Context: an optimization exercise on an open-source flow, tuned for small area, a short achievable clock period and few clock cycles. The choices shown serve that exercise and are no tape-out recipe.
Function was checked by simulation only, so behaviour that the tests miss may differ from the original.

## SRT4
module SRT4 #(
    parameter WID = 64
) (
    clk         ,
    rst         ,
    dividend    ,
    divisor     ,
    sign        ,
    valid       ,
    ready       ,
    quotient    ,
    error       ,
    remainder
);
input           clk;
input           rst;
input[WID-1:0]  dividend;
input[WID-1:0]  divisor;
input           sign;
input           valid;
output          error;
output          ready;
output[WID-1:0] quotient;
output[WID-1:0] remainder;
reg         s_set;       
reg         s_it;        
reg         rdy_r;
reg [4:0]   cnt;         
wire        idle = ~(s_set | s_it | rdy_r);
reg [63:0]  R;           
reg [64:0]  E;           
reg [63:0]  Q;           
reg         an, bn;      
wire        sub = ~(an ^ bn);    
wire        qn  = an ^ bn;
wire [63:0] xa = {dividend[63] & ~sign, dividend[62:0] ^ dividend[63:1]};
wire [63:0] xb = {divisor[63] & ~sign, divisor[62:1] ^ divisor[63:2], 1'b1};
wire [6:0]  lza, lzb;
find_1 fa (.d_i(xa), .n_o(lza));
find_1 fb (.d_i(xb), .n_o(lzb));
reg  [6:0]  lza_r, lzb_r;
reg         bz;          
wire [7:0]  k  = {1'b0, lzb_r} - {1'b0, lza_r} + {7'd0, an};
wire        fast = s_set & ~bz & k[7];
wire [64:0] Y  = sub ? ~E : E - 65'd1;
wire [64:0] y1 = k[1] ? {Y [62:0],  2'h3}        : Y;
wire [64:0] y2 = k[2] ? {y1[60:0],  4'hf}        : y1;
wire [64:0] y3 = k[3] ? {y2[56:0],  8'hff}       : y2;
wire [64:0] y4 = k[4] ? {y3[48:0], 16'hffff}     : y3;
wire [64:0] y5 = k[5] ? {y4[32:0], 32'hffffffff} : y4;
wire [66:0] Rx  = {{3{an & R[63]}}, R};
wire [66:0] E1  = {{2{E[64]}}, E};           
wire [66:0] E2  = {E[64], E, 1'b1};          
wire [66:0] cs_s = Rx ^ E1 ^ E2;
  ...
Settings: LEC_CHECK=0, CAP_MARGIN=20, CORE_MARGIN=2, CORE_UTILIZATION=70, SLEW_MARGIN=20; clock period 10.0 ns.
standard.sh (not shown) runs the stock make flow with config.mk's settings and CLKGATE_MAP_FILE= SYNTH_SCRIPT=/design/flow/synth_recipe.tcl, a recipe that flattens the netlist after the stock synthesis.
==> flow/flow/run.sh <==
#!/bin/bash
# Layout flow: the standard ORFS flow (standard synthesis, floorplan,
# placement, CTS, routing) with two changes in how the layout is made:
#  - the port buffers are sky130_fd_sc_hd__buf_2 cells instead of the delay
#    buffers buffer_ports picks by default (every port still gets a buffer);
#  - timing repair aims 5.2 ns below the 10 ns constraint.
# The constraints themselves (constraint.sdc) are unchanged.
set -euo pipefail
bash standard.sh SETUP_SLACK_MARGIN=5.2 \
  "BUFFER_PORTS_ARGS=-buffer_cell sky130_fd_sc_hd__buf_2" \
  finish > flow_make.log 2>&1
The starting point completed without violations.
Testbench counts at the start, summed over its fixed seeds: cycles 199,279.
Edit:
==> flow/run.sh (new file) <==
#!/bin/bash
# synth_recipe.tcl (not shown) runs the flow's synth.tcl, then flattens the netlist and writes it again
# the make line also repeats each setting of config.mk as NAME=value (left out here)
make -C /OpenROAD-flow-scripts/flow DESIGN_CONFIG=/design/flow/config.mk WORK_HOME=/design/flow/orfs CLKGATE_MAP_FILE= SYNTH_SCRIPT=/design/flow/synth_recipe.tcl finish
--- a/flow/config.mk
+++ b/flow/config.mk
@@ -8,4 +8,5 @@
 export CAP_MARGIN = 20
 export CORE_MARGIN = 2
-export CORE_UTILIZATION = 70
+export CORE_UTILIZATION = 65
+export SETUP_SLACK_MARGIN = 5
 export SLEW_MARGIN = 20
removed: flow/flow/run.sh
removed: flow/standard.sh
After rerunning: The new run went through all stages and came out clean; die area went up by 7.5%; global-route usage went down by 2.1 points; design area went up by 2.8%; non-clock buffer count went down by 48; clock-buffer cell count went down by 5; cell count barely changes; worst hold slack is about the same; register-to-register slack loses 0.05 ns; utilization went down by 3.7 points; worst setup slack loses 0.047 ns.
Edit:
==> flow/flow/run.sh (new file) <==
#!/bin/bash
# Layout flow: the standard ORFS flow (standard synthesis, floorplan,
# placement, CTS, routing) with two changes in how the layout is made:
#  - the port buffers are sky130_fd_sc_hd__buf_2 cells instead of the delay
#    buffers buffer_ports picks by default (every port still gets a buffer);
#  - timing repair aims 5 ns below the 10 ns constraint.
# The constraints themselves (constraint.sdc) are unchanged.
set -euo pipefail
bash standard.sh SETUP_SLACK_MARGIN=5 \
  "BUFFER_PORTS_ARGS=-buffer_cell sky130_fd_sc_hd__buf_2" \
  finish > flow_make.log 2>&1
==> flow/standard.sh (new file) <==
#!/bin/bash
# synth_recipe.tcl (not shown) runs the flow's synth.tcl, then flattens the netlist and writes it again
# the make line also repeats each setting of config.mk as NAME=value (left out here)
make -C /OpenROAD-flow-scripts/flow DESIGN_CONFIG=/design/flow/config.mk WORK_HOME=/design/flow/orfs CLKGATE_MAP_FILE= SYNTH_SCRIPT=/design/flow/synth_recipe.tcl "${@:-finish}"
--- a/flow/config.mk
+++ b/flow/config.mk
@@ -9,4 +9,3 @@
 export CORE_MARGIN = 2
 export CORE_UTILIZATION = 65
-export SETUP_SLACK_MARGIN = 5
 export SLEW_MARGIN = 20
removed: flow/run.sh
After rerunning: Cell area falls by 2.6%. Worst setup slack gets worse by 0.083 ns. Fmax falls by 1.6%. Wire length stays flat. Worst hold slack gets worse by 0.015 ns. Die area does not change. Clock-buffer cell count rises by 3. Sequential share of layout area rises by 0.46 points.

the reference run:
SRT4, a different RTL version from the one above (not shown whole).
Size: about 3,900 cells after synthesis, about 200 flip-flops, ~260 I/O pins.
Settings: LEC_CHECK=0, CAP_MARGIN=20, CORE_MARGIN=2, CORE_UTILIZATION=40, SLEW_MARGIN=20; clock period 10.0 ns.
==> flow/flow/run.sh <==
#!/bin/bash
# Layout flow: the standard ORFS flow (standard synthesis, floorplan,
# placement, CTS, routing), with timing repair aimed at a period below the
# 10 ns constraint, so that the layout is made faster than the constraint
# alone asks for.  The constraints themselves (constraint.sdc) are unchanged.
set -euo pipefail
bash standard.sh SETUP_SLACK_MARGIN=6.5 finish > flow_make.log 2>&1
Testbench counts of the reference run, summed over its fixed seeds: cycles 210,945.
diff inputs: the reference run => the trial run
# the reference run
export LEC_CHECK = 0
export CAP_MARGIN = 20
export CORE_MARGIN = 2
export CORE_UTILIZATION = 40
export SLEW_MARGIN = 20
create_clock -name core_clock -period 10.0 [get_ports {clk}]
# the trial run
export LEC_CHECK = 0
export CAP_MARGIN = 20
export CORE_MARGIN = 2
export CORE_UTILIZATION = 40
export SETUP_SLACK_MARGIN = 5
export SLEW_MARGIN = 20
create_clock -name core_clock -period 10.0 [get_ports {clk}]
==> flow/run.sh (new file) <==
#!/bin/bash
# synth_recipe.tcl (not shown) runs the flow's synth.tcl, then flattens the netlist and writes it again
# the make line also repeats each setting of config.mk as NAME=value (left out here)
make -C /OpenROAD-flow-scripts/flow DESIGN_CONFIG=/design/flow/config.mk WORK_HOME=/design/flow/orfs CLKGATE_MAP_FILE= SYNTH_SCRIPT=/design/flow/synth_recipe.tcl finish
removed: flow/flow/run.sh
removed: flow/standard.sh
--- outcome ---
- [compare] base=the reference run new=the trial run: finished layout cell area fell by 10%, count of plain and timing-repair buffers in the layout fell by 250, critical path buffer and inverter count fell by 2, worst slew slack as a fraction of its limit rose by 7.7 points.

## what the ideal ports hide
Ports are ideal in the flow. The routed layouts listed here were re-timed in OpenROAD.
Step 1, drivers: a clkbuf_16 drives clk and a buf_2 each remaining input, both assumed.
Step 2 moves the port delays by t, midway between the first and last clock arrival at a register: inputs arrive t later, outputs are due t later. That takes back most of the time a late clock gives input paths.
a / b / c = ideal ports / drivers / drivers and shift; a / b = the first two.
run | t (ns) | setup WS [ns] | worst data-port slew with drivers (ns) | pins driven straight from the clock port
the first run of note 1 | 0.673 | 5.027 / 5.027 / 4.904 | 0.08 | 1
the second run of note 1 | 0.684 | 4.980 / 4.980 / 4.560 | 0.08 | 1
the third run of note 1 | 0.671 | 4.897 / 4.897 / 4.897 | 0.08 | 1
the reference run | 0.698 | 4.380 / 4.380 / 4.380 | 0.10 | 1
the trial run | 0.678 | 4.092 / 4.092 / 4.092 | 0.09 | 1
After both steps every run listed still meets setup and hold. For the second run of note 1, which loses most, drivers alone change the setup slack by 0.000 ns; drivers and shift together by -0.420 ns.
